Context: an optimization exercise on an open-source flow, tuned for small area, a short achievable clock period and few clock cycles. The choices shown serve that exercise and are no tape-out recipe. Function was checked by simulation only, so behaviour that the tests miss may differ from the original. Power and IR drop assume default switching activity.

==> design/flow/flow/run.sh <==
#!/bin/bash
set -euo pipefail
bash standard.sh synth > synth.log 2>&1
bash standard.sh "BUFFER_PORTS_ARGS=-buffer_cell sky130_fd_sc_hd__buf_4" "SETUP_SLACK_MARGIN=8.0" "CTS_ARGS=-sink_clustering_enable -repair_clock_nets -buf_list sky130_fd_sc_hd__clkbuf_16 -sink_clustering_size 22 -sink_clustering_max_diameter 90 -sink_clustering_levels 1" finish > layout.log 2>&1
==> design/flow/standard.sh <==
#!/bin/bash
# synth_recipe.tcl (not shown) runs the flow's synth.tcl, then flattens the netlist and writes it again
# the make line also repeats each setting of config.mk as NAME=value (left out here)
make -C /OpenROAD-flow-scripts/flow DESIGN_CONFIG=/design/flow/config.mk WORK_HOME=/design/flow/orfs CLKGATE_MAP_FILE= SYNTH_SCRIPT=/design/flow/synth_recipe.tcl "${@:-finish}"
==> design/flow/config.mk <==
export PLATFORM = sky130hd
export DESIGN_NAME = m1
export DESIGN_NICKNAME = m1
export VERILOG_FILES = /design/flow/design.v
export SDC_FILE = /design/flow/constraint.sdc
export NUM_CORES = 4
export LEC_CHECK = 0
export CAP_MARGIN = 20
export CORE_MARGIN = 2
export CORE_UTILIZATION = 40
export CTS_BUF_LIST = sky130_fd_sc_hd__clkbuf_16
export CTS_CLUSTER_DIAMETER = 90
export CTS_CLUSTER_SIZE = 22
export SLEW_MARGIN = 20
==> design/flow/constraint.sdc <==
create_clock -name core_clock -period 12.0 [get_ports {Clock}]
set_input_delay 2.4000 -clock core_clock [delete_from_list [all_inputs] [get_ports {Clock}]]
set_output_delay 2.4000 -clock core_clock [all_outputs]
set_load 0.01 [all_outputs]
==> design/flow/design.v <==
`timescale 1ns/100ps
`default_nettype none
module m1(
input logic Clock,
input logic StartBit,
input logic Resetn,
input logic [15:0] ReadData,
output logic [15:0] WriteData,
output logic [17:0] SRAM_Address,
output logic Wen,
output logic StopBit
);
localparam logic [17:0] U_BASE   = 18'd38400;
localparam logic [17:0] V_BASE   = 18'd57600;
localparam logic [17:0] RGB_BASE = 18'd146944;
logic        run;
logic [4:0]  p;        
logic [15:0] S;        
logic [7:0]  col;      
logic [17:0] Wa;       
logic        w5, w6;   
logic        wr;       
logic        f0, f1, f157, f158, f159, quirk;    
logic        start;    
assign Wen = ~wr;
always_ff @(posedge Clock or negedge Resetn) begin
	if (~Resetn) begin
		run <= 1'b0;
		start <= 1'b0;
		p <= 5'b00001;
		S <= 16'd0;
		col <= 8'd156;
		Wa <= RGB_BASE;
		w5 <= 1'b0;
		w6 <= 1'b0;
		f0 <= 1'b0;
		f1 <= 1'b0;
		f157 <= 1'b0;
		f158 <= 1'b0;
		f159 <= 1'b0;
		quirk <= 1'b0;
		SRAM_Address <= 18'd0;
		wr <= 1'b0;
		StopBit <= 1'b0;
	end else if (~run) begin
		start <= StartBit;
		if (start && ~StopBit) begin
			run <= 1'b1;
			SRAM_Address <= U_BASE;
		end
	end else begin
		p <= {p[3:0], p[4]};
		wr <= 1'b0;
		if (p[0] | p[2] | p[3]) begin
			SRAM_Address <= Wa;
			if (p[0] ? w6 : w5) begin
				wr <= 1'b1;
				Wa <= Wa + 18'd1;
			end
		end
		if (p[1]) begin
			SRAM_Address <= {2'b00, S - 16'd4};
			if (wr && (&SRAM_Address)) begin
				StopBit <= 1'b1;
				run <= 1'b0;
			end
		end
		if (p[4]) begin
			S <= S + 16'd1;
			col <= f159 ? 8'd0 : col + 8'd1;
			f0 <= f159;
			f1 <= f0;
			f157 <= (col == 8'd156);
			f158 <= f157;
			f159 <= f158;
			quirk <= (S == 16'd5);
			if (S == 16'd4) w5 <= 1'b1;
			if (S == 16'd5) w6 <= 1'b1;
			SRAM_Address <= (S[0] ? U_BASE + 18'd1 : V_BASE) + {3'b000, S[15:1]};
		end
	end
end
logic [7:0] ur [0:5];
logic [7:0] vr [0:5];
logic [15:0] upend;
logic [7:0]  vpend;
wire ins = run & p[2];
always_ff @(posedge Clock) begin
	for (int k = 0; k < 5; k++) begin
		ur[k] <= ur[k+1];
		vr[k] <= vr[k+1];
	end
	ur[5] <= ur[0];
	vr[5] <= vr[0];
	if (ins) begin
		ur[0] <= S[0] ? upend[15:8] : upend[7:0];
		vr[0] <= S[0] ? ReadData[15:8] : vpend;
	end
	if (ins & ~S[0]) upend <= ReadData;
	if (ins & S[0]) vpend <= ReadData[7:0];
end
logic [7:0] w [0:5];
always_comb begin
	if (p[3]) for (int k = 0; k < 6; k++) w[k] = ur[5-k];
	else      for (int k = 0; k < 6; k++) w[k] = vr[(10-k) % 6];
end
logic [7:0] a1, b1, a2, b2, a3, b3;
always_comb begin
	a1 = w[2];
	b1 = f159 ? w[2] : w[3];
	a2 = f0 ? w[2] : w[1];
	b2 = f159 ? w[2] : f158 ? w[3] : w[4];
	a3 = f0 ? w[2] : f1 ? w[1] : w[0];
	b3 = f159 ? w[2] : f158 ? w[3] : (f157 || quirk) ? w[4] : w[5];
end
logic [8:0] s1, s2, s3;
always_ff @(posedge Clock) begin
	s1 <= a1 + b1;
	s2 <= a2 + b2;
	s3 <= a3 + b3;
end
wire [8:0] io;
wire [10:0] io3;
m1_interp u_interp(.Clock(Clock), .s1(s1), .s2(s2), .s3(s3), .o(io), .o3(io3));
logic [8:0] uo;     
always_ff @(posedge Clock) uo <= io;
logic [7:0] yb, yl;
always_ff @(posedge Clock) begin
	yb <= p[4] ? ReadData[15:8] : yl;
	if (p[4]) yl <= ReadData[7:0];
end
wire [7:0] ue = ur[1];
wire [7:0] ve = vr[1];
wire [8:0] eu = {ue[7], ~ue[7], ue[6:0]};
wire [8:0] ev = {ve[7], ~ve[7], ve[6:0]};
wire [8:0] xu = p[0] ? eu : uo;
wire [22:0] xt;
m1_yterm u_yterm(.Y(yb), .T(xt));
logic [22:0] pt;
logic [8:0] pu, pv;
logic [10:0] pu3, pv3;
always_ff @(posedge Clock) begin
	pt <= xt;
	pu <= xu;
	pu3 <= {xu, 1'b0} + {2'b00, xu};
	if (p[0]) begin
		pv <= ev;
		pv3 <= {ev, 1'b0} + {2'b00, ev};
	end else begin
		pv <= io;
		pv3 <= io3;
	end
end
wire [7:0] rr, gg, bb;
m1_pix u_pix(.Clock(Clock), .T(pt), .U(pu), .U3(pu3), .V(pv), .V3(pv3), .R(rr), .G(gg), .B(bb));
logic [7:0]  bh;
logic [15:0] gbh;
always_ff @(posedge Clock) begin
	bh <= bb;
	if (p[3]) gbh <= {gg, bb};
	if (p[2])      WriteData <= {rr, gg};
	else if (p[3]) WriteData <= {bh, rr};
	else           WriteData <= gbh;
end
endmodule
module m1_yterm(
input logic [7:0] Y,
output logic [24:2] T
);
wire yt_1 = Y[0] ^ Y[3];
wire yt_2 = Y[0] & Y[3];
wire yt_3 = Y[1] ^ Y[4];
wire yt_4 = Y[1] & Y[4];
wire yt_5 = Y[2] ^ Y[5];
wire yt_6 = Y[2] & Y[5];
wire yt_7 = Y[0] ^ Y[2];
wire yt_8 = Y[0] & Y[2];
wire yt_9 = Y[1] ^ Y[3] ^ Y[5];
wire yt_10 = (Y[1] & Y[3]) | (Y[1] & Y[5]) | (Y[3] & Y[5]);
wire yt_11 = Y[2] ^ Y[4] ^ Y[6];
wire yt_12 = (Y[2] & Y[4]) | (Y[2] & Y[6]) | (Y[4] & Y[6]);
wire yt_13 = Y[5] ^ Y[7] ^ yt_1;
wire yt_14 = (Y[5] & Y[7]) | (Y[5] & yt_1) | (Y[7] & yt_1);
wire yt_15 = Y[6] ^ yt_2 ^ yt_3;
wire yt_16 = (Y[6] & yt_2) | (Y[6] & yt_3) | (yt_2 & yt_3);
wire yt_17 = Y[7] ^ yt_4 ^ yt_5;
wire yt_18 = (Y[7] & yt_4) | (Y[7] & yt_5) | (yt_4 & yt_5);
wire yt_19 = Y[3] ^ Y[6] ^ yt_6;
wire yt_20 = (Y[3] & Y[6]) | (Y[3] & yt_6) | (Y[6] & yt_6);
wire yt_21 = Y[4] ^ Y[7];
wire yt_22 = Y[4] & Y[7];
wire yt_23 = Y[0] ^ Y[2];
wire yt_24 = Y[0] & Y[2];
wire yt_25 = ~1'b0 ^ Y[1] ^ Y[3];
wire yt_26 = (~1'b0 & Y[1]) | (~1'b0 & Y[3]) | (Y[1] & Y[3]);
wire yt_27 = ~1'b0 ^ Y[4] ^ yt_7;
wire yt_28 = (~1'b0 & Y[4]) | (~1'b0 & yt_7) | (Y[4] & yt_7);
wire yt_29 = ~1'b0 ^ yt_8 ^ yt_9;
wire yt_30 = (~1'b0 & yt_8) | (~1'b0 & yt_9) | (yt_8 & yt_9);
wire yt_31 = ~1'b0 ^ yt_10 ^ yt_11;
wire yt_32 = (~1'b0 & yt_10) | (~1'b0 & yt_11) | (yt_10 & yt_11);
wire yt_33 = ~1'b0 ^ yt_12 ^ yt_13;
wire yt_34 = (~1'b0 & yt_12) | (~1'b0 & yt_13) | (yt_12 & yt_13);
wire yt_35 = ~1'b0 ^ yt_14 ^ yt_15;
wire yt_36 = (~1'b0 & yt_14) | (~1'b0 & yt_15) | (yt_14 & yt_15);
wire yt_37 = ~1'b0 ^ yt_16 ^ yt_17;
wire yt_38 = (~1'b0 & yt_16) | (~1'b0 & yt_17) | (yt_16 & yt_17);
wire yt_39 = ~1'b0 ^ yt_18 ^ yt_19;
wire yt_40 = (~1'b0 & yt_18) | (~1'b0 & yt_19) | (yt_18 & yt_19);
wire yt_41 = ~1'b0 ^ yt_21 ^ yt_20;
wire yt_42 = (~1'b0 & yt_21) | (~1'b0 & yt_20) | (yt_21 & yt_20);
wire yt_43 = ~1'b0 ^ Y[5] ^ yt_22;
wire yt_44 = (~1'b0 & Y[5]) | (~1'b0 & yt_22) | (Y[5] & yt_22);
wire yt_45 = ~1'b0 ^ Y[6];
wire yt_46 = ~1'b0 & Y[6];
wire yt_47 = ~1'b0 ^ Y[7];
wire yt_48 = ~1'b0 & Y[7];
wire [24:0] yt_a = {yt_48, yt_46, yt_44, yt_42, yt_40, yt_38, yt_36, yt_34, yt_32, yt_30, yt_28, yt_26, yt_24, yt_23, ~1'b0, Y[0], ~Y[6], ~Y[5], ~Y[4], ~Y[3], ~Y[2], ~Y[1], ~1'b0, 1'b0, 1'b0};
wire [24:0] yt_b = {~1'b0, yt_47, yt_45, yt_43, yt_41, yt_39, yt_37, yt_35, yt_33, yt_31, yt_29, yt_27, yt_25, ~1'b0, Y[1], ~Y[7], 1'b0, 1'b0, 1'b0, 1'b0, 1'b0, 1'b0, ~Y[0], 1'b0, 1'b0};
wire [24:0] yts = yt_a + yt_b;
assign T = yts[24:2];
endmodule
module m1_pix(
input logic Clock,
input logic [24:2] T,
input logic [8:0] U,
input logic [10:0] U3,
input logic [8:0] V,
input logic [10:0] V3,
output logic [7:0] R,
output logic [7:0] G,
output logic [7:0] B
);
wire r_1 = T[8] ^ V[1];
wire r_2 = T[8] & V[1];
wire r_3 = T[9] ^ V[2];
wire r_4 = T[9] & V[2];
wire r_5 = T[10] ^ V[3] ^ V[6];
wire r_6 = (T[10] & V[3]) | (T[10] & V[6]) | (V[3] & V[6]);
wire r_7 = T[11] ^ V3[0] ^ V[4];
wire r_8 = (T[11] & V3[0]) | (T[11] & V[4]) | (V3[0] & V[4]);
wire r_9 = T[12] ^ V3[1];
wire r_10 = T[12] & V3[1];
wire r_11 = T[15] ^ V3[0];
wire r_12 = T[15] & V3[0];
wire r_13 = T[6] ^ V[2];
wire r_14 = T[6] & V[2];
wire r_15 = T[7] ^ V[0] ^ V[3];
wire r_16 = (T[7] & V[0]) | (T[7] & V[3]) | (V[0] & V[3]);
wire r_17 = V[4] ^ V3[8] ^ r_1;
wire r_18 = (V[4] & V3[8]) | (V[4] & r_1) | (V3[8] & r_1);
wire r_19 = V[5] ^ V3[9] ^ r_2;
wire r_20 = (V[5] & V3[9]) | (V[5] & r_2) | (V3[9] & r_2);
wire r_21 = V3[10] ^ r_4 ^ r_5;
wire r_22 = (V3[10] & r_4) | (V3[10] & r_5) | (r_4 & r_5);
wire r_23 = V[7] ^ r_6 ^ r_7;
wire r_24 = (V[7] & r_6) | (V[7] & r_7) | (r_6 & r_7);
wire r_25 = V[5] ^ V[8] ^ r_9;
wire r_26 = (V[5] & V[8]) | (V[5] & r_9) | (V[8] & r_9);
wire r_27 = T[13] ^ V3[2] ^ V[6];
wire r_28 = (T[13] & V3[2]) | (T[13] & V[6]) | (V3[2] & V[6]);
wire r_29 = T[14] ^ V3[3] ^ V[7];
wire r_30 = (T[14] & V3[3]) | (T[14] & V[7]) | (V3[3] & V[7]);
wire r_31 = V3[4] ^ V[8] ^ r_11;
wire r_32 = (V3[4] & V[8]) | (V3[4] & r_11) | (V[8] & r_11);
wire r_33 = T[16] ^ V3[1] ^ V3[5];
wire r_34 = (T[16] & V3[1]) | (T[16] & V3[5]) | (V3[1] & V3[5]);
wire r_35 = T[17] ^ V3[2];
wire r_36 = T[17] & V3[2];
wire r_37 = T[18] ^ V3[3] ^ V3[7];
wire r_38 = (T[18] & V3[3]) | (T[18] & V3[7]) | (V3[3] & V3[7]);
wire r_39 = T[19] ^ V3[4];
wire r_40 = T[19] & V3[4];
wire r_41 = T[20] ^ V3[5] ^ V3[9];
wire r_42 = (T[20] & V3[5]) | (T[20] & V3[9]) | (V3[5] & V3[9]);
wire r_43 = T[21] ^ V3[6];
wire r_44 = T[21] & V3[6];
wire r_45 = T[22] ^ V3[7];
wire r_46 = T[22] & V3[7];
wire r_47 = T[4] ^ V[0];
wire r_48 = T[4] & V[0];
wire r_49 = T[5] ^ V[1] ^ V3[5];
wire r_50 = (T[5] & V[1]) | (T[5] & V3[5]) | (V[1] & V3[5]);
wire r_51 = ~1'b0 ^ V3[6] ^ r_13;
wire r_52 = (~1'b0 & V3[6]) | (~1'b0 & r_13) | (V3[6] & r_13);
wire r_53 = V3[7] ^ r_14 ^ r_15;
wire r_54 = (V3[7] & r_14) | (V3[7] & r_15) | (r_14 & r_15);
wire r_55 = ~1'b0 ^ r_16 ^ r_17;
wire r_56 = (~1'b0 & r_16) | (~1'b0 & r_17) | (r_16 & r_17);
wire r_57 = r_3 ^ r_18 ^ r_19;
wire r_58 = (r_3 & r_18) | (r_3 & r_19) | (r_18 & r_19);
wire r_59 = ~1'b0 ^ r_20 ^ r_21;
wire r_60 = (~1'b0 & r_20) | (~1'b0 & r_21) | (r_20 & r_21);
wire r_61 = ~1'b0 ^ r_22 ^ r_23;
wire r_62 = (~1'b0 & r_22) | (~1'b0 & r_23) | (r_22 & r_23);
wire r_63 = r_8 ^ r_25 ^ r_24;
wire r_64 = (r_8 & r_25) | (r_8 & r_24) | (r_25 & r_24);
wire r_65 = r_10 ^ r_27 ^ r_26;
wire r_66 = (r_10 & r_27) | (r_10 & r_26) | (r_27 & r_26);
wire r_67 = ~1'b0 ^ r_28 ^ r_29;
wire r_68 = (~1'b0 & r_28) | (~1'b0 & r_29) | (r_28 & r_29);
wire r_69 = ~1'b0 ^ r_30 ^ r_31;
wire r_70 = (~1'b0 & r_30) | (~1'b0 & r_31) | (r_30 & r_31);
wire r_71 = r_12 ^ r_33 ^ r_32;
wire r_72 = (r_12 & r_33) | (r_12 & r_32) | (r_33 & r_32);
wire r_73 = V3[6] ^ r_35 ^ r_34;
wire r_74 = (V3[6] & r_35) | (V3[6] & r_34) | (r_35 & r_34);
wire r_75 = ~1'b0 ^ r_36 ^ r_37;
wire r_76 = (~1'b0 & r_36) | (~1'b0 & r_37) | (r_36 & r_37);
wire r_77 = V3[8] ^ r_39 ^ r_38;
wire r_78 = (V3[8] & r_39) | (V3[8] & r_38) | (r_39 & r_38);
wire r_79 = ~1'b0 ^ r_40 ^ r_41;
wire r_80 = (~1'b0 & r_40) | (~1'b0 & r_41) | (r_40 & r_41);
wire r_81 = V3[10] ^ r_43 ^ r_42;
wire r_82 = (V3[10] & r_43) | (V3[10] & r_42) | (r_43 & r_42);
wire r_83 = ~1'b0 ^ r_44 ^ r_45;
wire r_84 = (~1'b0 & r_44) | (~1'b0 & r_45) | (r_44 & r_45);
wire r_85 = T[23] ^ V3[8] ^ r_46;
wire r_86 = (T[23] & V3[8]) | (T[23] & r_46) | (V3[8] & r_46);
wire r_87 = T[24] ^ V3[9];
wire r_88 = T[24] & V3[9];
wire r_89 = ~1'b0 ^ V3[10];
wire r_90 = ~1'b0 & V3[10];
wire [26:0] r_a = {r_90, r_88, r_86, r_84, r_82, r_80, r_78, r_76, r_74, r_72, r_70, r_68, r_66, r_64, r_62, r_60, r_58, r_56, r_54, r_52, r_50, r_48, r_47, T[3], T[2], V3[1], V3[0]};
wire [26:0] r_b = {~1'b0, r_89, r_87, r_85, r_83, r_81, r_79, r_77, r_75, r_73, r_71, r_69, r_67, r_65, r_63, r_61, r_59, r_57, r_55, r_53, r_51, r_49, V3[4], V3[3], V3[2], 1'b0, 1'b0};
wire [20:0] r_lo = {1'b0, r_a[19:0]} + {1'b0, r_b[19:0]};
logic [26:20] r_ha, r_hb;
logic r_c;
logic [19:16] r_l;
always_ff @(posedge Clock) begin
	r_ha <= r_a[26:20];
	r_hb <= r_b[26:20];
	r_c <= r_lo[20];
	r_l <= r_lo[19:16];
end
wire [26:20] r_s = r_ha + r_hb + {{(6){1'b0}}, r_c};
wire [26:16] r_f = {r_s, r_l};
assign R = r_f[26] ? 8'd0 : (|r_f[25:24]) ? 8'd255 : r_f[23:16];
wire g_1 = ~1'b0 ^ ~U3[2];
wire g_2 = ~1'b0 & ~U3[2];
wire g_3 = 1'b0 ^ U3[3] ^ V[1];
wire g_4 = (1'b0 & U3[3]) | (1'b0 & V[1]) | (U3[3] & V[1]);
wire g_5 = ~U3[4] ^ ~V[2];
wire g_6 = ~U3[4] & ~V[2];
wire g_7 = 1'b0 ^ U3[5] ^ V[3];
wire g_8 = (1'b0 & U3[5]) | (1'b0 & V[3]) | (U3[5] & V[3]);
wire g_9 = ~1'b0 ^ ~U3[6];
wire g_10 = ~1'b0 & ~U3[6];
wire g_11 = ~U[0] ^ ~U3[7];
wire g_12 = ~U[0] & ~U3[7];
wire g_13 = 1'b0 ^ U[1] ^ U3[8];
wire g_14 = (1'b0 & U[1]) | (1'b0 & U3[8]) | (U[1] & U3[8]);
wire g_15 = U[2] ^ U3[9] ^ V[0];
wire g_16 = (U[2] & U3[9]) | (U[2] & V[0]) | (U3[9] & V[0]);
wire g_17 = U3[0] ^ U[3] ^ U3[10];
wire g_18 = (U3[0] & U[3]) | (U3[0] & U3[10]) | (U[3] & U3[10]);
wire g_19 = ~V[1] ^ ~V[8];
wire g_20 = ~V[1] & ~V[8];
wire g_21 = U3[1] ^ U[4] ^ V3[0];
wire g_22 = (U3[1] & U[4]) | (U3[1] & V3[0]) | (U[4] & V3[0]);
wire g_23 = T[14] ^ ~V[2];
wire g_24 = T[14] & ~V[2];
wire g_25 = 1'b0 ^ U3[2] ^ U[5];
wire g_26 = (1'b0 & U3[2]) | (1'b0 & U[5]) | (U3[2] & U[5]);
wire g_27 = ~T[15] ^ V3[1] ^ V[3];
wire g_28 = (~T[15] & V3[1]) | (~T[15] & V[3]) | (V3[1] & V[3]);
wire g_29 = 1'b0 ^ U3[3] ^ U[6];
wire g_30 = (1'b0 & U3[3]) | (1'b0 & U[6]) | (U3[3] & U[6]);
wire g_31 = ~T[16] ^ V3[2] ^ V[4];
wire g_32 = (~T[16] & V3[2]) | (~T[16] & V[4]) | (V3[2] & V[4]);
wire g_33 = U3[4] ^ U[7] ^ V3[3];
wire g_34 = (U3[4] & U[7]) | (U3[4] & V3[3]) | (U[7] & V3[3]);
wire g_35 = T[17] ^ ~V[5];
wire g_36 = T[17] & ~V[5];
wire g_37 = U3[5] ^ U[8] ^ V3[4];
wire g_38 = (U3[5] & U[8]) | (U3[5] & V3[4]) | (U[8] & V3[4]);
wire g_39 = T[18] ^ ~V[6];
wire g_40 = T[18] & ~V[6];
wire g_41 = 1'b0 ^ U3[6] ^ V3[5];
wire g_42 = (1'b0 & U3[6]) | (1'b0 & V3[5]) | (U3[6] & V3[5]);
wire g_43 = T[19] ^ ~V[7];
wire g_44 = T[19] & ~V[7];
wire g_45 = 1'b0 ^ U3[7] ^ V3[6];
wire g_46 = (1'b0 & U3[7]) | (1'b0 & V3[6]) | (U3[7] & V3[6]);
wire g_47 = T[20] ^ ~V[8];
wire g_48 = T[20] & ~V[8];
wire g_49 = 1'b0 ^ U3[8] ^ V3[7];
wire g_50 = (1'b0 & U3[8]) | (1'b0 & V3[7]) | (U3[8] & V3[7]);
wire g_51 = ~1'b0 ^ ~U3[9];
wire g_52 = ~1'b0 & ~U3[9];
wire g_53 = ~1'b0 ^ ~U3[10];
wire g_54 = ~1'b0 & ~U3[10];
wire g_55 = ~1'b0 ^ ~U3[0];
wire g_56 = ~1'b0 & ~U3[0];
wire g_57 = ~U3[1] ^ ~V[4];
wire g_58 = ~U3[1] & ~V[4];
wire g_59 = ~T[5] ^ V[0] ^ V[5];
wire g_60 = (~T[5] & V[0]) | (~T[5] & V[5]) | (V[0] & V[5]);
wire g_61 = T[6] ^ ~V[6] ^ g_2;
wire g_62 = (T[6] & ~V[6]) | (T[6] & g_2) | (~V[6] & g_2);
wire g_63 = T[7] ^ ~V[7] ^ g_5;
wire g_64 = (T[7] & ~V[7]) | (T[7] & g_5) | (~V[7] & g_5);
wire g_65 = T[8] ^ ~V[8] ^ g_6;
wire g_66 = (T[8] & ~V[8]) | (T[8] & g_6) | (~V[8] & g_6);
wire g_67 = T[9] ^ ~V[4] ^ g_9;
wire g_68 = (T[9] & ~V[4]) | (T[9] & g_9) | (~V[4] & g_9);
wire g_69 = T[10] ^ g_10 ^ g_11;
wire g_70 = (T[10] & g_10) | (T[10] & g_11) | (g_10 & g_11);
wire g_71 = T[11] ^ ~V[6] ^ g_12;
wire g_72 = (T[11] & ~V[6]) | (T[11] & g_12) | (~V[6] & g_12);
wire g_73 = V[7] ^ g_14 ^ g_15;
wire g_74 = (V[7] & g_14) | (V[7] & g_15) | (g_14 & g_15);
wire g_75 = T[13] ^ g_19 ^ ~g_16;
wire g_76 = (T[13] & g_19) | (T[13] & ~g_16) | (g_19 & ~g_16);
wire g_77 = g_20 ^ g_23 ^ ~g_18;
wire g_78 = (g_20 & g_23) | (g_20 & ~g_18) | (g_23 & ~g_18);
wire g_79 = g_22 ^ g_25 ^ g_27;
wire g_80 = (g_22 & g_25) | (g_22 & g_27) | (g_25 & g_27);
wire g_81 = g_26 ^ g_28 ^ g_29;
wire g_82 = (g_26 & g_28) | (g_26 & g_29) | (g_28 & g_29);
wire g_83 = g_30 ^ g_32 ^ g_33;
wire g_84 = (g_30 & g_32) | (g_30 & g_33) | (g_32 & g_33);
wire g_85 = g_36 ^ g_39 ^ ~g_34;
wire g_86 = (g_36 & g_39) | (g_36 & ~g_34) | (g_39 & ~g_34);
wire g_87 = g_40 ^ g_43 ^ ~g_38;
wire g_88 = (g_40 & g_43) | (g_40 & ~g_38) | (g_43 & ~g_38);
wire g_89 = g_44 ^ g_47 ^ ~g_42;
wire g_90 = (g_44 & g_47) | (g_44 & ~g_42) | (g_47 & ~g_42);
wire g_91 = T[21] ^ g_48 ^ ~g_46;
wire g_92 = (T[21] & g_48) | (T[21] & ~g_46) | (g_48 & ~g_46);
wire g_93 = T[22] ^ ~V3[8] ^ g_51;
wire g_94 = (T[22] & ~V3[8]) | (T[22] & g_51) | (~V3[8] & g_51);
wire g_95 = T[23] ^ g_52 ^ g_53;
wire g_96 = (T[23] & g_52) | (T[23] & g_53) | (g_52 & g_53);
wire g_97 = 1'b0 ^ ~T[24] ^ V3[10];
wire g_98 = (1'b0 & ~T[24]) | (1'b0 & V3[10]) | (~T[24] & V3[10]);
wire g_99 = T[3] ^ g_55;
wire g_100 = T[3] & g_55;
wire g_101 = T[4] ^ g_56 ^ g_57;
wire g_102 = (T[4] & g_56) | (T[4] & g_57) | (g_56 & g_57);
wire g_103 = g_58 ^ g_1 ^ ~g_59;
wire g_104 = (g_58 & g_1) | (g_58 & ~g_59) | (g_1 & ~g_59);
wire g_105 = g_60 ^ g_3 ^ ~g_61;
wire g_106 = (g_60 & g_3) | (g_60 & ~g_61) | (g_3 & ~g_61);
wire g_107 = ~g_4 ^ g_62 ^ g_63;
wire g_108 = (~g_4 & g_62) | (~g_4 & g_63) | (g_62 & g_63);
wire g_109 = ~g_7 ^ g_64 ^ g_65;
wire g_110 = (~g_7 & g_64) | (~g_7 & g_65) | (g_64 & g_65);
wire g_111 = ~g_8 ^ g_66 ^ g_67;
wire g_112 = (~g_8 & g_66) | (~g_8 & g_67) | (g_66 & g_67);
wire g_113 = ~V[5] ^ g_68 ^ g_69;
wire g_114 = (~V[5] & g_68) | (~V[5] & g_69) | (g_68 & g_69);
wire g_115 = ~g_13 ^ g_70 ^ g_71;
wire g_116 = (~g_13 & g_70) | (~g_13 & g_71) | (g_70 & g_71);
wire g_117 = T[12] ^ g_72 ^ ~g_73;
wire g_118 = (T[12] & g_72) | (T[12] & ~g_73) | (g_72 & ~g_73);
wire g_119 = g_17 ^ g_74 ^ ~g_75;
wire g_120 = (g_17 & g_74) | (g_17 & ~g_75) | (g_74 & ~g_75);
wire g_121 = ~g_21 ^ g_76 ^ g_77;
wire g_122 = (~g_21 & g_76) | (~g_21 & g_77) | (g_76 & g_77);
wire g_123 = g_24 ^ g_78 ^ ~g_79;
wire g_124 = (g_24 & g_78) | (g_24 & ~g_79) | (g_78 & ~g_79);
wire g_125 = g_31 ^ g_80 ^ g_81;
wire g_126 = (g_31 & g_80) | (g_31 & g_81) | (g_80 & g_81);
wire g_127 = ~g_35 ^ g_82 ^ g_83;
wire g_128 = (~g_35 & g_82) | (~g_35 & g_83) | (g_82 & g_83);
wire g_129 = g_37 ^ g_84 ^ ~g_85;
wire g_130 = (g_37 & g_84) | (g_37 & ~g_85) | (g_84 & ~g_85);
wire g_131 = ~g_41 ^ g_86 ^ g_87;
wire g_132 = (~g_41 & g_86) | (~g_41 & g_87) | (g_86 & g_87);
wire g_133 = ~g_45 ^ g_88 ^ g_89;
wire g_134 = (~g_45 & g_88) | (~g_45 & g_89) | (g_88 & g_89);
wire g_135 = ~g_49 ^ g_90 ^ g_91;
wire g_136 = (~g_49 & g_90) | (~g_49 & g_91) | (g_90 & g_91);
wire g_137 = ~g_50 ^ g_92 ^ g_93;
wire g_138 = (~g_50 & g_92) | (~g_50 & g_93) | (g_92 & g_93);
wire g_139 = ~V3[9] ^ g_94 ^ g_95;
wire g_140 = (~V3[9] & g_94) | (~V3[9] & g_95) | (g_94 & g_95);
wire g_141 = g_54 ^ ~g_97 ^ g_96;
wire g_142 = (g_54 & ~g_97) | (g_54 & g_96) | (~g_97 & g_96);
wire [26:0] g_a = {~1'b0, g_142, g_140, g_138, g_136, g_134, g_132, ~g_130, ~g_128, ~g_126, g_124, g_122, ~g_120, g_118, g_116, g_114, g_112, g_110, g_108, ~g_106, g_104, g_102, g_100, g_99, T[2], ~V[1], ~1'b0};
wire [26:0] g_b = {1'b0, ~g_98, g_141, g_139, g_137, g_135, g_133, g_131, ~g_129, ~g_127, ~g_125, g_123, g_121, ~g_119, g_117, g_115, g_113, g_111, g_109, g_107, ~g_105, g_103, g_101, ~V[3], ~V[2], 1'b0, ~V[0]};
wire [20:0] g_lo = {1'b0, g_a[19:0]} + {1'b0, g_b[19:0]};
logic [26:20] g_ha, g_hb;
logic g_c;
logic [19:16] g_l;
always_ff @(posedge Clock) begin
	g_ha <= g_a[26:20];
	g_hb <= g_b[26:20];
	g_c <= g_lo[20];
	g_l <= g_lo[19:16];
end
wire [26:20] g_s = g_ha + g_hb + {{(6){1'b0}}, g_c};
wire [26:16] g_f = {g_s, g_l};
assign G = g_f[26] ? 8'd0 : (|g_f[25:24]) ? 8'd255 : g_f[23:16];
wire b_1 = T[8] ^ U[1];
wire b_2 = T[8] & U[1];
wire b_3 = T[9] ^ U[2];
wire b_4 = T[9] & U[2];
wire b_5 = T[10] ^ U[0] ^ U[3];
wire b_6 = (T[10] & U[0]) | (T[10] & U[3]) | (U[0] & U[3]);
wire b_7 = U3[7] ^ U3[10];
wire b_8 = U3[7] & U3[10];
wire b_9 = T[11] ^ U[1] ^ U[4];
wire b_10 = (T[11] & U[1]) | (T[11] & U[4]) | (U[1] & U[4]);
wire b_11 = T[12] ^ U[2];
wire b_12 = T[12] & U[2];
wire b_13 = T[13] ^ U[3];
wire b_14 = T[13] & U[3];
wire b_15 = T[14] ^ U[4];
wire b_16 = T[14] & U[4];
wire b_17 = T[15] ^ U[5];
wire b_18 = T[15] & U[5];
wire b_19 = T[6] ^ U3[3];
wire b_20 = T[6] & U3[3];
wire b_21 = T[7] ^ U[0] ^ U3[4];
wire b_22 = (T[7] & U[0]) | (T[7] & U3[4]) | (U[0] & U3[4]);
wire b_23 = U3[5] ^ U3[8] ^ b_1;
wire b_24 = (U3[5] & U3[8]) | (U3[5] & b_1) | (U3[8] & b_1);
wire b_25 = U3[6] ^ U3[9] ^ b_2;
wire b_26 = (U3[6] & U3[9]) | (U3[6] & b_2) | (U3[9] & b_2);
wire b_27 = b_4 ^ b_7 ^ b_5;
wire b_28 = (b_4 & b_7) | (b_4 & b_5) | (b_7 & b_5);
wire b_29 = U3[8] ^ b_8 ^ b_6;
wire b_30 = (U3[8] & b_8) | (U3[8] & b_6) | (b_8 & b_6);
wire b_31 = U[5] ^ U3[9] ^ b_11;
wire b_32 = (U[5] & U3[9]) | (U[5] & b_11) | (U3[9] & b_11);
wire b_33 = U[6] ^ U3[10] ^ b_12;
wire b_34 = (U[6] & U3[10]) | (U[6] & b_12) | (U3[10] & b_12);
wire b_35 = U[7] ^ b_14 ^ b_15;
wire b_36 = (U[7] & b_14) | (U[7] & b_15) | (b_14 & b_15);
wire b_37 = U[8] ^ b_16 ^ b_17;
wire b_38 = (U[8] & b_16) | (U[8] & b_17) | (b_16 & b_17);
wire b_39 = T[16] ^ U[6];
wire b_40 = T[16] & U[6];
wire b_41 = T[17] ^ U[0];
wire b_42 = T[17] & U[0];
wire b_43 = T[18] ^ U[1];
wire b_44 = T[18] & U[1];
wire b_45 = T[19] ^ U[2];
wire b_46 = T[19] & U[2];
wire b_47 = T[3] ^ U3[0];
wire b_48 = T[3] & U3[0];
wire b_49 = T[4] ^ U3[1] ^ U3[4];
wire b_50 = (T[4] & U3[1]) | (T[4] & U3[4]) | (U3[1] & U3[4]);
wire b_51 = T[5] ^ U3[2] ^ U3[5];
wire b_52 = (T[5] & U3[2]) | (T[5] & U3[5]) | (U3[2] & U3[5]);
wire b_53 = ~1'b0 ^ U3[6] ^ b_19;
wire b_54 = (~1'b0 & U3[6]) | (~1'b0 & b_19) | (U3[6] & b_19);
wire b_55 = U3[7] ^ b_20 ^ b_21;
wire b_56 = (U3[7] & b_20) | (U3[7] & b_21) | (b_20 & b_21);
wire b_57 = ~1'b0 ^ b_22 ^ b_23;
wire b_58 = (~1'b0 & b_22) | (~1'b0 & b_23) | (b_22 & b_23);
wire b_59 = b_3 ^ b_24 ^ b_25;
wire b_60 = (b_3 & b_24) | (b_3 & b_25) | (b_24 & b_25);
wire b_61 = ~1'b0 ^ b_26 ^ b_27;
wire b_62 = (~1'b0 & b_26) | (~1'b0 & b_27) | (b_26 & b_27);
wire b_63 = b_9 ^ b_28 ^ b_29;
wire b_64 = (b_9 & b_28) | (b_9 & b_29) | (b_28 & b_29);
wire b_65 = b_10 ^ b_30 ^ b_31;
wire b_66 = (b_10 & b_30) | (b_10 & b_31) | (b_30 & b_31);
wire b_67 = b_13 ^ b_32 ^ b_33;
wire b_68 = (b_13 & b_32) | (b_13 & b_33) | (b_32 & b_33);
wire b_69 = ~1'b0 ^ b_34 ^ b_35;
wire b_70 = (~1'b0 & b_34) | (~1'b0 & b_35) | (b_34 & b_35);
wire b_71 = ~1'b0 ^ b_36 ^ b_37;
wire b_72 = (~1'b0 & b_36) | (~1'b0 & b_37) | (b_36 & b_37);
wire b_73 = b_18 ^ b_39 ^ b_38;
wire b_74 = (b_18 & b_39) | (b_18 & b_38) | (b_39 & b_38);
wire b_75 = U[7] ^ b_40 ^ b_41;
wire b_76 = (U[7] & b_40) | (U[7] & b_41) | (b_40 & b_41);
wire b_77 = U[8] ^ b_42 ^ b_43;
wire b_78 = (U[8] & b_42) | (U[8] & b_43) | (b_42 & b_43);
wire b_79 = ~1'b0 ^ b_44 ^ b_45;
wire b_80 = (~1'b0 & b_44) | (~1'b0 & b_45) | (b_44 & b_45);
wire b_81 = T[20] ^ U[3] ^ b_46;
wire b_82 = (T[20] & U[3]) | (T[20] & b_46) | (U[3] & b_46);
wire b_83 = ~1'b0 ^ T[21] ^ U[4];
wire b_84 = (~1'b0 & T[21]) | (~1'b0 & U[4]) | (T[21] & U[4]);
wire b_85 = ~1'b0 ^ T[22] ^ U[5];
wire b_86 = (~1'b0 & T[22]) | (~1'b0 & U[5]) | (T[22] & U[5]);
wire b_87 = ~1'b0 ^ T[23] ^ U[6];
wire b_88 = (~1'b0 & T[23]) | (~1'b0 & U[6]) | (T[23] & U[6]);
wire b_89 = ~1'b0 ^ T[24] ^ U[7];
wire b_90 = (~1'b0 & T[24]) | (~1'b0 & U[7]) | (T[24] & U[7]);
wire [26:0] b_a = {~1'b0, b_90, b_88, b_86, b_84, b_82, b_80, b_78, b_76, b_74, b_72, b_70, b_68, b_66, b_64, b_62, b_60, b_58, b_56, b_54, b_52, b_50, b_48, b_47, T[2], U3[1], U3[0]};
wire [26:0] b_b = {1'b0, U[8], b_89, b_87, b_85, b_83, b_81, b_79, b_77, b_75, b_73, b_71, b_69, b_67, b_65, b_63, b_61, b_59, b_57, b_55, b_53, b_51, b_49, U3[3], U3[2], 1'b0, 1'b0};
wire [20:0] b_lo = {1'b0, b_a[19:0]} + {1'b0, b_b[19:0]};
logic [26:20] b_ha, b_hb;
logic b_c;
logic [19:16] b_l;
always_ff @(posedge Clock) begin
	b_ha <= b_a[26:20];
	b_hb <= b_b[26:20];
	b_c <= b_lo[20];
	b_l <= b_lo[19:16];
end
wire [26:20] b_s = b_ha + b_hb + {{(6){1'b0}}, b_c};
wire [26:16] b_f = {b_s, b_l};
assign B = b_f[26] ? 8'd0 : (|b_f[25:24]) ? 8'd255 : b_f[23:16];
endmodule
module m1_interp(
input logic Clock,
input logic [8:0] s1,
input logic [8:0] s2,
input logic [8:0] s3,
output logic [8:0] o,
output logic [10:0] o3
);
wire ip_1 = s1[0] ^ s1[2];
wire ip_2 = s1[0] & s1[2];
wire ip_3 = s1[1] ^ s1[3];
wire ip_4 = s1[1] & s1[3];
wire ip_5 = s1[0] ^ s2[1];
wire ip_6 = s1[0] & s2[1];
wire ip_7 = 1'b0 ^ s1[6] ^ s2[0];
wire ip_8 = (1'b0 & s1[6]) | (1'b0 & s2[0]) | (s1[6] & s2[0]);
wire ip_9 = s1[1] ^ s2[2] ^ s3[2];
wire ip_10 = (s1[1] & s2[2]) | (s1[1] & s3[2]) | (s2[2] & s3[2]);
wire ip_11 = 1'b0 ^ s1[7] ^ s2[1];
wire ip_12 = (1'b0 & s1[7]) | (1'b0 & s2[1]) | (s1[7] & s2[1]);
wire ip_13 = s2[3] ^ s3[3] ^ s3[5];
wire ip_14 = (s2[3] & s3[3]) | (s2[3] & s3[5]) | (s3[3] & s3[5]);
wire ip_15 = s3[7] ^ ip_1;
wire ip_16 = s3[7] & ip_1;
wire ip_17 = s1[8] ^ s2[2] ^ s2[6];
wire ip_18 = (s1[8] & s2[2]) | (s1[8] & s2[6]) | (s2[2] & s2[6]);
wire ip_19 = s2[4] ^ s3[4] ^ s3[6];
wire ip_20 = (s2[4] & s3[4]) | (s2[4] & s3[6]) | (s3[4] & s3[6]);
wire ip_21 = s3[8] ^ ip_2 ^ ip_3;
wire ip_22 = (s3[8] & ip_2) | (s3[8] & ip_3) | (ip_2 & ip_3);
wire ip_23 = ~1'b0 ^ s1[2] ^ s1[4];
wire ip_24 = (~1'b0 & s1[2]) | (~1'b0 & s1[4]) | (s1[2] & s1[4]);
wire ip_25 = s2[3] ^ ~s2[5] ^ s2[7];
wire ip_26 = (s2[3] & ~s2[5]) | (s2[3] & s2[7]) | (~s2[5] & s2[7]);
wire ip_27 = s3[5] ^ s3[7] ^ ip_4;
wire ip_28 = (s3[5] & s3[7]) | (s3[5] & ip_4) | (s3[7] & ip_4);
wire ip_29 = ~1'b0 ^ s1[3] ^ s1[5];
wire ip_30 = (~1'b0 & s1[3]) | (~1'b0 & s1[5]) | (s1[3] & s1[5]);
wire ip_31 = s2[4] ^ ~s2[6] ^ s2[8];
wire ip_32 = (s2[4] & ~s2[6]) | (s2[4] & s2[8]) | (~s2[6] & s2[8]);
wire ip_33 = s3[6] ^ s3[8];
wire ip_34 = s3[6] & s3[8];
wire ip_35 = s1[4] ^ s1[6] ^ s2[7];
wire ip_36 = (s1[4] & s1[6]) | (s1[4] & s2[7]) | (s1[6] & s2[7]);
wire ip_37 = s1[5] ^ s1[7];
wire ip_38 = s1[5] & s1[7];
wire ip_39 = ~1'b0 ^ ~s1[2];
wire ip_40 = ~1'b0 & ~s1[2];
wire ip_41 = ~s1[3] ^ ~s2[1];
wire ip_42 = ~s1[3] & ~s2[1];
wire ip_43 = s1[4] ^ ~s2[0] ^ s2[2];
wire ip_44 = (s1[4] & ~s2[0]) | (s1[4] & s2[2]) | (~s2[0] & s2[2]);
wire ip_45 = s3[0] ^ s3[2];
wire ip_46 = s3[0] & s3[2];
wire ip_47 = s1[5] ^ s2[3] ^ ~s3[1];
wire ip_48 = (s1[5] & s2[3]) | (s1[5] & ~s3[1]) | (s2[3] & ~s3[1]);
wire ip_49 = s3[3] ^ s3[5] ^ ip_5;
wire ip_50 = (s3[3] & s3[5]) | (s3[3] & ip_5) | (s3[5] & ip_5);
wire ip_51 = s3[4] ^ s3[6] ^ ip_6;
wire ip_52 = (s3[4] & s3[6]) | (s3[4] & ip_6) | (s3[6] & ip_6);
wire ip_53 = s2[4] ^ ip_7 ^ ~ip_9;
wire ip_54 = (s2[4] & ip_7) | (s2[4] & ~ip_9) | (ip_7 & ~ip_9);
wire ip_55 = s2[5] ^ ip_8 ^ ip_11;
wire ip_56 = (s2[5] & ip_8) | (s2[5] & ip_11) | (ip_8 & ip_11);
wire ip_57 = ip_10 ^ ip_13 ^ ip_15;
wire ip_58 = (ip_10 & ip_13) | (ip_10 & ip_15) | (ip_13 & ip_15);
wire ip_59 = ip_12 ^ ~ip_14 ^ ip_17;
wire ip_60 = (ip_12 & ~ip_14) | (ip_12 & ip_17) | (~ip_14 & ip_17);
wire ip_61 = ip_19 ^ ip_16 ^ ip_21;
wire ip_62 = (ip_19 & ip_16) | (ip_19 & ip_21) | (ip_16 & ip_21);
wire ip_63 = ~ip_18 ^ ip_20 ^ ip_23;
wire ip_64 = (~ip_18 & ip_20) | (~ip_18 & ip_23) | (ip_20 & ip_23);
wire ip_65 = ~ip_25 ^ ip_22 ^ ip_27;
wire ip_66 = (~ip_25 & ip_22) | (~ip_25 & ip_27) | (ip_22 & ip_27);
wire ip_67 = ip_33 ^ ip_24 ^ ip_29;
wire ip_68 = (ip_33 & ip_24) | (ip_33 & ip_29) | (ip_24 & ip_29);
wire ip_69 = ip_26 ^ ip_31 ^ ~ip_28;
wire ip_70 = (ip_26 & ip_31) | (ip_26 & ~ip_28) | (ip_31 & ~ip_28);
wire ip_71 = s3[7] ^ ip_34 ^ ip_30;
wire ip_72 = (s3[7] & ip_34) | (s3[7] & ip_30) | (ip_34 & ip_30);
wire ip_73 = s2[5] ^ ip_32 ^ ~ip_35;
wire ip_74 = (s2[5] & ip_32) | (s2[5] & ~ip_35) | (ip_32 & ~ip_35);
wire ip_75 = 1'b0 ^ s2[6] ^ ~s2[8];
wire ip_76 = (1'b0 & s2[6]) | (1'b0 & ~s2[8]) | (s2[6] & ~s2[8]);
wire ip_77 = s3[8] ^ ip_37 ^ ip_36;
wire ip_78 = (s3[8] & ip_37) | (s3[8] & ip_36) | (ip_37 & ip_36);
wire ip_79 = ~1'b0 ^ s1[6] ^ s1[8];
wire ip_80 = (~1'b0 & s1[6]) | (~1'b0 & s1[8]) | (s1[6] & s1[8]);
wire ip_81 = ~s2[7] ^ ip_38;
wire ip_82 = ~s2[7] & ip_38;
wire ip_83 = ~1'b0 ^ ~s2[8];
wire ip_84 = ~1'b0 & ~s2[8];
wire ip_85 = s3[0] ^ s3[2];
wire ip_86 = s3[0] & s3[2];
wire ip_87 = s3[1] ^ s3[3] ^ ip_40;
wire ip_88 = (s3[1] & s3[3]) | (s3[1] & ip_40) | (s3[3] & ip_40);
wire ip_89 = s3[4] ^ ip_45 ^ ip_42;
wire ip_90 = (s3[4] & ip_45) | (s3[4] & ip_42) | (ip_45 & ip_42);
wire ip_91 = ~ip_46 ^ ip_44 ^ ip_47;
wire ip_92 = (~ip_46 & ip_44) | (~ip_46 & ip_47) | (ip_44 & ip_47);
wire ip_93 = ~ip_48 ^ ip_50 ^ ip_51;
wire ip_94 = (~ip_48 & ip_50) | (~ip_48 & ip_51) | (ip_50 & ip_51);
wire ip_95 = ~ip_52 ^ ip_54 ^ ip_55;
wire ip_96 = (~ip_52 & ip_54) | (~ip_52 & ip_55) | (ip_54 & ip_55);
wire ip_97 = ip_56 ^ ip_59 ^ ~ip_58;
wire ip_98 = (ip_56 & ip_59) | (ip_56 & ~ip_58) | (ip_59 & ~ip_58);
wire ip_99 = ip_63 ^ ip_62 ^ ip_65;
wire ip_100 = (ip_63 & ip_62) | (ip_63 & ip_65) | (ip_62 & ip_65);
wire ip_101 = ip_64 ^ ip_67 ^ ip_66;
wire ip_102 = (ip_64 & ip_67) | (ip_64 & ip_66) | (ip_67 & ip_66);
wire ip_103 = ip_68 ^ ip_71 ^ ~ip_73;
wire ip_104 = (ip_68 & ip_71) | (ip_68 & ~ip_73) | (ip_71 & ~ip_73);
wire ip_105 = ~ip_75 ^ ip_72 ^ ip_77;
wire ip_106 = (~ip_75 & ip_72) | (~ip_75 & ip_77) | (ip_72 & ip_77);
wire ip_107 = ip_79 ^ ip_81 ^ ip_78;
wire ip_108 = (ip_79 & ip_81) | (ip_79 & ip_78) | (ip_81 & ip_78);
wire ip_109 = s1[7] ^ ip_83 ^ ip_80;
wire ip_110 = (s1[7] & ip_83) | (s1[7] & ip_80) | (ip_83 & ip_80);
wire ip_111 = s1[8] ^ ip_84;
wire ip_112 = s1[8] & ip_84;
wire ip_113 = ~1'b0 ^ ~s1[0];
wire ip_114 = ~1'b0 & ~s1[0];
wire ip_115 = ~s1[1] ^ s3[1];
wire ip_116 = ~s1[1] & s3[1];
wire ip_117 = ~s2[0] ^ ip_85 ^ ip_39;
wire ip_118 = (~s2[0] & ip_85) | (~s2[0] & ip_39) | (ip_85 & ip_39);
wire ip_119 = ip_86 ^ ip_41 ^ ip_87;
wire ip_120 = (ip_86 & ip_41) | (ip_86 & ip_87) | (ip_41 & ip_87);
wire ip_121 = ~ip_43 ^ ip_88 ^ ip_89;
wire ip_122 = (~ip_43 & ip_88) | (~ip_43 & ip_89) | (ip_88 & ip_89);
wire ip_123 = ip_90 ^ ip_49 ^ ~ip_91;
wire ip_124 = (ip_90 & ip_49) | (ip_90 & ~ip_91) | (ip_49 & ~ip_91);
wire ip_125 = ip_92 ^ ip_53 ^ ~ip_93;
wire ip_126 = (ip_92 & ip_53) | (ip_92 & ~ip_93) | (ip_53 & ~ip_93);
wire ip_127 = ip_57 ^ ip_94 ^ ~ip_95;
wire ip_128 = (ip_57 & ip_94) | (ip_57 & ~ip_95) | (ip_94 & ~ip_95);
wire ip_129 = ~ip_61 ^ ip_96 ^ ip_97;
wire ip_130 = (~ip_61 & ip_96) | (~ip_61 & ip_97) | (ip_96 & ip_97);
wire ip_131 = ip_60 ^ ip_98 ^ ~ip_99;
wire ip_132 = (ip_60 & ip_98) | (ip_60 & ~ip_99) | (ip_98 & ~ip_99);
wire ip_133 = ~ip_69 ^ ip_100 ^ ip_101;
wire ip_134 = (~ip_69 & ip_100) | (~ip_69 & ip_101) | (ip_100 & ip_101);
wire ip_135 = ~ip_70 ^ ip_103 ^ ip_102;
wire ip_136 = (~ip_70 & ip_103) | (~ip_70 & ip_102) | (ip_103 & ip_102);
wire ip_137 = ~ip_74 ^ ip_105 ^ ip_104;
wire ip_138 = (~ip_74 & ip_105) | (~ip_74 & ip_104) | (ip_105 & ip_104);
wire ip_139 = ~ip_76 ^ ip_106 ^ ip_107;
wire ip_140 = (~ip_76 & ip_106) | (~ip_76 & ip_107) | (ip_106 & ip_107);
wire ip_141 = ip_82 ^ ip_109 ^ ip_108;
wire ip_142 = (ip_82 & ip_109) | (ip_82 & ip_108) | (ip_109 & ip_108);
wire ip_143 = ~1'b0 ^ ip_111 ^ ip_110;
wire ip_144 = (~1'b0 & ip_111) | (~1'b0 & ip_110) | (ip_111 & ip_110);
wire ip_145 = ~1'b0 ^ ip_112;
wire ip_146 = ~1'b0 & ip_112;
wire [16:0] ip_a = {ip_144, ip_142, ip_140, ip_138, ip_136, ip_134, ~ip_132, ~ip_130, ip_128, ~ip_126, ip_124, ip_122, ip_120, ip_118, ip_116, ip_114, ip_113};
wire [16:0] ip_b = {ip_145, ip_143, ip_141, ip_139, ip_137, ip_135, ip_133, ~ip_131, ~ip_129, ip_127, ~ip_125, ip_123, ip_121, ip_119, ip_117, ip_115, s3[0]};
wire [10:0] ip_lo = {1'b0, ip_a[9:0]} + {1'b0, ip_b[9:0]};
logic [16:10] ip_ha, ip_hb;
logic ip_c;
logic [9:8] ip_l;
always_ff @(posedge Clock) begin
	ip_ha <= ip_a[16:10];
	ip_hb <= ip_b[16:10];
	ip_c <= ip_lo[10];
	ip_l <= ip_lo[9:8];
end
wire [16:10] ip_s = ip_ha + ip_hb + {{(6){1'b0}}, ip_c};
wire [16:8] ip_f = {ip_s, ip_l};
assign o = ip_f;
assign o3 = {o, 1'b0} + {2'b00, o};
endmodule
==> out/metrics.yaml, run 1 <==
cells_and_area:
  area_growth_pct: 8.193
  stdcell_area_um2: 26640
  drive_gt1_frac: 0.07632
  final_nets: 2846
  diodes: 0
  n_fill_cell: 5665
  post-route-util: 0.4397
clock_network:
  clk_pin_slew_ns: 0.10
  cts_tree: "built"
  cts_setup_buffers: 0
  cts.sinks: 419
  cts_hold_buf: 0
  worstSkewPairLatency_ns: 0.59
  cts_buffer_depth: 3
  cts_made_buffers: 25
  ctsRootBufferMaster: "clkbuf_16"
  htreeDepth: 1
power:
  pwr-share-comb: 0.010
  ir_drop_uv: 98.72
  p_total_mw: 2.353
  p_clk_frac: 0.385
  pwr_density_cell_nw_per_um2: 88.34
  switching_share: 0.2189
  p_int_mw: 1.838
  seq_power_share: 0.605
  p_leak_nw: 12.21
  switchingPower_mw: 0.5151
placed_design:
  dp_hpwl_mm: 45.60
  dpl_cell_area_um2: 25820
  dpl_worst_slack_ns: 8.187
  io_buffers: 54
  routabilityCongestion: 0.8973
grt:
  gr-total-overflow: 0
  grt_max_degree: 78
  antenna_found_initial: 0
  grt_pass1_wl_mm: 92.40
  grtUsageTotal: 0.1834
  first_global_vias: 16760
detailed_routing:
  drt_iter0_drc: 885
  via_per_inst: 5.061
  num_vias: 16220
  wl_per_cell_um: 17.64
  drt-pass1-iter-count: 5
  final_antenna_net_count: 0
  drc_errors: 0
  wirelength_mm: 56.55
worst_setup_path:
  cp.required_ns: 12.48
  startpoint_type: "flip-flop"
  endpoint: "u_pix.g_l[18]"
  timing.reg2reg.setup_slack_ns: 8.18
  cp_max_fo: 5
  crit_type: "flip-flop to flip-flop"
  reg2reg_to: "u_pix.g_l[18]"
  arrival_ns: 4.30
  startpoint: "pv3[0]"
  reg2regPathDepth: 14
  rr_startpoint: "pv3[0]"
  setup.worst_path.end_class: "flip-flop"
timing:
  slew_viol_final: 0
  clock_skew_ns: 0.02525
  clock.fmax_ghz: 0.2615
  tns_ns: 0
  post-route-min-period_ns: 3.824
  worstMarginPinSlew_ns: 1.045
  setup_slack_ns: 8.176
  final_hold_viol_count: 0
  rsz0062_at_grt: "false"
  maxSlewHeadroom: 0.3034
  period_share: 0.3187
  setup_viol: 0
synthesis:
  syn-num-nets: 2815
  avgSynthCellArea_um2: 10.36
  synth_area_um2: 24620
  yosysWarnings: 6
  synth-main-ff-cell: "dfxtp_1"
  yosysSeqAreaShare: 0.3764
  syn_inst: 2376
  synth_edf_count: 48
  ys_types: 79
  ys_async_sr_fraction: 0.1838
  synth-seq-cells: 419
floorplan:
  dieWidth_um: 252.1
  die_area_um2: 63550
  core_um2: 60580
  initial_core_util: 0.4064
  ios: 55
  die_h_um: 252.1
  row_count: 90
status:
  status: "no timing/DRC/antenna violations"
flow_run:
  drv_cap: 0
hold_path:
  hold_path.startpoint: "ur[3][1]"
  hold_path_class: "flip-flop to flip-flop"
metrics by stage:
stage	instances	hold WS, ns
2_1_floorplan	2376	0.3257
3_5_place_dp	3161	0.3332
5_1_grt	3206	0.3396
4_1_cts	3205	0.3442
3_3_place_gp	3161	0.3287
6_report	3206	0.3363
registers in the layout, indices dropped and copies added (netlist names), 9 cells and up:
name,count
ur,48
vr,48
pt,23
SRAM_Address,18
Wa,18
S,16
WriteData,16
gbh,16
upend,16
pu3,11
pv3,11
s1,9
s2,9
s3,9
uo,9
worst min path at each step:
| stage | depth (start not counted) | endpoint |
|---|---|---|
| final | 0 | ur[2][1] |
| after global routing | 0 | ur[2][1] |
| after CTS | 0 | ur[2][1] |
| after detailed placement | 0 | ur[4][2] |
| after global placement | 0 | ur[2][3] |
| after floorplan | 0 | ur[2][2] |
Yosys cell counts (all sizes together), types with 35 or more instances:
cell / n / share of area
inv: 431 / 0.066
dfxtp: 294 / 0.24
ha: 257 / 0.13
fa: 163 / 0.13
nand2: 140 / 0.021
a21oi: 120 / 0.025
o21ai: 114 / 0.023
nor2: 98 / 0.015
xnor2: 91 / 0.032
dfrtp: 66 / 0.067
mux2i: 58 / 0.024
a21o: 50 / 0.015
edfxtp: 48 / 0.059
xor2: 42 / 0.015
clkbuf: 38 / 0.0058
mux2: 35 / 0.016
power by group through the flow:
| stage | sequential (mW) | combinational (mW) | clock [mW] |
|---|---|---|---|
| finish | 1.42 | 0.0224 | 0.907 |
| CTS | 1.42 | 0.0219 | 0.936 |
| detailed placement | 1.46 | 0.0218 | 0 |
| global placement | 1.46 | 0.0212 | 0 |
| global route | 1.42 | 0.0247 | 0.985 |
| floorplan | 1.46 | 0.00296 | 0 |
what timing repair did:
item,in CTS,in global routing
endpoints found under the hold margin,0,0
resized for setup,0,1
setup endpoints to repair,0,3
kinds of logic (layout without fill, tap and decap cells):
| family | count (synthesis) | count (layout) | synth area share |
|---|---|---|---|
| XOR/XNOR | 133 | 133 | 0.04732 |
| adder cells (fa/ha/maj) | 420 | 420 | 0.2632 |
| flip-flops | 419 | 419 | 0.3764 |
| buffers and inverters | 489 | 537 | 0.07552 |
| AO/OA/AOI/OAI | 416 | 416 | 0.1059 |
| AND/OR/NAND/NOR | 390 | 390 | 0.07745 |
| multiplexers | 109 | 109 | 0.05423 |
layout make-up:
type / instances / area [µm²] / share of cell area
timing repair buffer: 62 / 485.5 / 0.01823
clock buffer: 26 / 650.6 / 0.02443
sequential: 419 / 9273 / 0.3481
tap: 782 / 978.4 / 0.03673
inverter: 431 / 1618 / 0.06074
multi-input combinational: 1468 / 13500 / 0.5068
clock inverter: 18 / 132.6 / 0.004979
worst max-delay path: stages (launching register included):
cell,delay (ns)
dfxtp_1,0.45
inv_1,0.22
fa_1,0.54
inv_1,0.05
fa_1,0.44
fa_1,0.49
inv_1,0.05
ha_1,0.28
nand4_1,0.10
nor2_1,0.18
o2111ai_1,0.20
a31oi_2,0.36
o21a_1,0.18
nor2_1,0.06
xnor2_1,0.12
metal layers:
layer	track usage	up-vias	part of all wire
met3	0.02342	70	0.046
met2	0.2926	349	0.45
met5	0	-	0
li1	-	7912	-
met4	0.04768	0	0.027
met1	0.2631	7893	0.48
cells in the final DEF (no fill, tap or decap), types with 30 or more instances in the layout:
cell type	synthesis	layout
a21o_1	50	50
a21oi_1	119	119
buf_4	2	61
dfrtp_1	66	64
dfxtp_1	294	294
edfxtp_1	48	48
fa_1	163	163
ha_1	257	257
inv_1	431	441
mux2_2	35	35
mux2i_1	58	58
nand2_1	140	140
nor2_1	96	96
o21a_1	30	30
o21ai_0	112	112
xnor2_1	91	91
xor2_1	42	42
Testbench counts, summed over its fixed seeds: cycles 1,152,174.
==> run 2, diff against run 1 <==
==> design/flow/flow/run.sh (replaced) <==
#!/bin/bash
# Standard synthesis, then the standard layout with stronger port buffers
# and timing repair aimed below the design's clock period.
set -euo pipefail
bash standard.sh synth > synth.log 2>&1
bash standard.sh "BUFFER_PORTS_ARGS=-buffer_cell sky130_fd_sc_hd__buf_4" "SETUP_SLACK_MARGIN=8.0" finish > layout.log 2>&1
==> run 2 against run 1 <==
  * Via count unchanged
  * Largest power group unchanged
  * Still clean
  * Total power did not move
  * Routed wire length unchanged
  * Highest routed layer unchanged
  * Die area unchanged
==> out/metrics.yaml, run 2 <==
status:
  status: "no timing/DRC/antenna violations"
power:
  ir_drop_uv: 98.72  # unchanged
  pwr_density_cell_nw_per_um2: 88.34  # unchanged
  p_leak_nw: 12.21  # unchanged
synthesis:
  yosysSeqAreaShare: 0.3764  # unchanged
  synth_edf_count: 48  # unchanged
  yosys-top-cells-area: "dfxtp_1 24%, fa_1 13%, ha_1 13%"
  syn_inst: 2376  # unchanged
  syn-num-nets: 2815  # unchanged
  yosysMostFrequentCell: "inv_1"
  ys_async_sr_fraction: 0.1838  # unchanged
  yosysWarnings: 6  # unchanged
  synth_area_um2: 24620  # unchanged
  synthTopCellsByCount: "431 x inv_1, 294 x dfxtp_1, 257 x ha_1"
  avgSynthCellArea_um2: 10.36  # unchanged
  ys_types: 79  # unchanged
  yosysTopAreaCellShare: 0.2391  # unchanged
  synth-main-ff-cell: "dfxtp_1"
  synth_area_leader_cell: "dfxtp_1"
  synth-seq-cells: 419  # unchanged
worst_setup_path:
  worst_path_max_delay_cell: "fa_1"
  timing.reg2reg.setup_slack_ns: 8.18  # about the same
  reg2reg_to: "u_pix.g_l[18]"
  crit_type: "flip-flop to flip-flop"
  setup.worst_path.end_class: "flip-flop"
  path_buf_inv: 3  # unchanged
  path_cells: "inv_1, fa_1, inv_1, fa_1, fa_1, inv_1, ha_1, nand4_1, nor2_1, o2111ai_1, a31oi_2, o21a_1, nor2_1, xnor2_1"
  cp_max_fo: 5  # unchanged
  max_stage_delay_ns: 0.54  # about the same
  reg2regPathDepth: 14  # unchanged
  cp.required_ns: 12.48  # about the same
  rr_startpoint: "pv3[0]"
  arrival_ns: 4.30  # about the same
  cpLargestDelayFamily: "adder cells"
  startpoint_type: "flip-flop"
  startpoint: "pv3[0]"
floorplan:
  core_um2: 60580  # unchanged
  die_h_um: 252.1  # unchanged
  die_area_um2: 63550  # unchanged
  dieWidth_um: 252.1  # unchanged
  ios: 55  # unchanged
  row_count: 90  # unchanged
  initial_core_util: 0.4064  # unchanged
clock_network:
  cts_setup_buffers: 0  # unchanged
  worstSkewPairLatency_ns: 0.59  # about the same
  cts_tree: "built"
  postCtsResizedCells: 0  # unchanged
  htreeDepth: 1  # unchanged
  cts_buffer_depth: 3  # unchanged
  ctsRootBufferMaster: "clkbuf_16"
  cts_made_buffers: 25  # unchanged
  clk_pin_slew_ns: 0.10  # about the same
  cts.sinks: 419  # unchanged
  cts_hold_buf: 0  # unchanged
placed_design:
  dp_hpwl_mm: 45.60  # unchanged
  routabilityCongestion: 0.8973  # unchanged
  placedCellCount: 3161  # unchanged
  io_buffers: 54  # unchanged
  dpl_worst_slack_ns: 8.187  # unchanged
timing:
  setup_slack_ns: 8.176  # unchanged
  setup_viol: 0  # unchanged
  final_hold_viol_count: 0  # unchanged
  tns_ns: 0  # unchanged
  post-route-min-period_ns: 3.824  # unchanged
  clock_skew_ns: 0.02525  # unchanged
  clock.fmax_ghz: 0.2615  # unchanged
  worstMarginPinSlew_ns: 1.045  # unchanged
  rsz0062_at_grt: "false"
  slew_viol_final: 0  # unchanged
  period_share: 0.3187  # unchanged
  maxSlewHeadroom: 0.3034  # unchanged
hold_path:
  holdPathEnd: "ur[2][1]"
  holdPathStages: 0  # unchanged
  hold_path.startpoint: "ur[3][1]"
  hold_path_class: "flip-flop to flip-flop"
cells_and_area:
  area_growth_pct: 8.193  # unchanged
  layout_common_cells: "441 x inv_1, 294 x dfxtp_1, 257 x ha_1"
  final_nets: 2846  # unchanged
  final_cell_count_no_fill: 3206  # unchanged
  drive_gt1_frac: 0.07632  # unchanged
  final_common_cell: "inv_1"
  post-route-util: 0.4397  # unchanged
  n_fill_cell: 5665  # unchanged
  seq_area_um2: 9273  # unchanged
  reg.largest.list: "ur x48, vr x48, pt x23"
  diodes: 0  # unchanged
  multi_input_area_um2: 13500  # unchanged
detailed_routing:
  final_antenna_net_count: 0  # unchanged
  drc_errors: 0  # unchanged
  wirelength_mm: 56.55  # unchanged
  wl_per_cell_um: 17.64  # unchanged
  num_vias: 16220  # unchanged
  drt_iter0_drc: 885  # unchanged
  drt-pass1-iter-count: 5  # unchanged
  via_per_inst: 5.061  # unchanged
grt:
  grtUsageTotal: 0.1834  # unchanged
  first_global_vias: 16760  # unchanged
  grt_pass1_wl_mm: 92.40  # unchanged
  antenna_found_initial: 0  # unchanged
  gr-total-overflow: 0  # unchanged
  grt_max_degree: 78  # unchanged
flow_run:
  drv_cap: 0  # unchanged
-- run 2: cell counts after synthesis --
Identical to the previous run, type by type.
-- run 2: where the power goes --
part | internal (mW) | leakage [nW] | switching, mW
registers | 1.42 | 3.89 | 0.00372
clock network | 0.408 | 0.421 | 0.499
logic | 0.00996 | 7.90 | 0.0124
-- run 2: kinds of logic after synthesis --
| logic type | after synthesis | share of synthesized area |
|---|---|---|
| buffers and inverters | 489 | 0.07552 |
| adder cells (fa/ha/maj) | 420 | 0.2632 |
| flip-flops | 419 | 0.3764 |
| AO/OA/AOI/OAI | 416 | 0.1059 |
| AND/OR/NAND/NOR | 390 | 0.07745 |
| XOR/XNOR | 133 | 0.04732 |
| multiplexers | 109 | 0.05423 |
-- run 2: metal layers --
metal	GRT usage	share of wire	vias up
met4	0.04768	0.027	0
met3	0.02342	0.046	70
met1	0.2631	0.48	7893
met5	0	0	-
li1	-	-	7912
met2	0.2926	0.45	349
-- run 2: how the worst max path moves through the flow --
stage / end / depth (start not counted)
global placement: u_pix.g_l[18] / 14
global route: u_pix.g_l[18] / 14
CTS: u_pix.g_l[19] / 14
finish: u_pix.g_l[18] / 14
detailed placement: u_pix.g_l[18] / 14
floorplan: s2[8] / 15
-- run 2: worst register-to-register path, stage by stage, from the launching register on --
cell and delay, ns:
dfxtp_1 0.45, inv_1 0.22, fa_1 0.54, inv_1 0.05, fa_1 0.44, fa_1 0.49, inv_1 0.05, ha_1 0.28
nand4_1 0.10, nor2_1 0.18, o2111ai_1 0.20, a31oi_2 0.36, o21a_1 0.18, nor2_1 0.06, xnor2_1 0.12
-- run 2: area by class of cell --
cell class                      instances  share of cell area
Timing Repair Buffer                   62             0.01823
Clock buffer                           26             0.02443
Sequential cell                       419              0.3481
Multi-Input combinational cell       1468              0.5068
Clock inverter                         18            0.004979
Tap cell                              782             0.03673
Inverter                              431             0.06074
-- run 2: through the flow --
step / total power [mW] / hold WS, ns / area [µm²]
3_3_place_gp: 1.477 / 0.3287 / 25820
3_5_place_dp: 1.478 / 0.3332 / 25820
6_report: 2.353 / 0.3363 / 26640
5_1_grt: 2.434 / 0.3396 / 26640
2_1_floorplan: 1.458 / 0.3257 / 24620
4_1_cts: 2.382 / 0.3442 / 26600

afterwards: timing with drivers on the ports:
The results above use ideal ports. As a check the final layouts listed here were re-extracted and re-timed, cells and wires unchanged.
Step 1, drivers: a clkbuf_16 drives Clock and a buf_2 each remaining input, both assumed.
Step 2, shift: input delay + t, output delay - t, t = (earliest + latest rising clock arrival at the registers) / 2. This alone moves slack from input paths to output paths.
Three values: ideal ports, drivers, drivers and shift; two values: the first two.
run | t (ns) | setup WS [ns] | worst register clock-pin slew, ns
run 1 | 0.641 | 8.176 / 8.176 / 8.176 | 0.10 / 0.10
run 2 | 0.641 | 8.176 / 8.176 / 8.176 | 0.10 / 0.10
After both steps setup and hold are still met in every run listed.
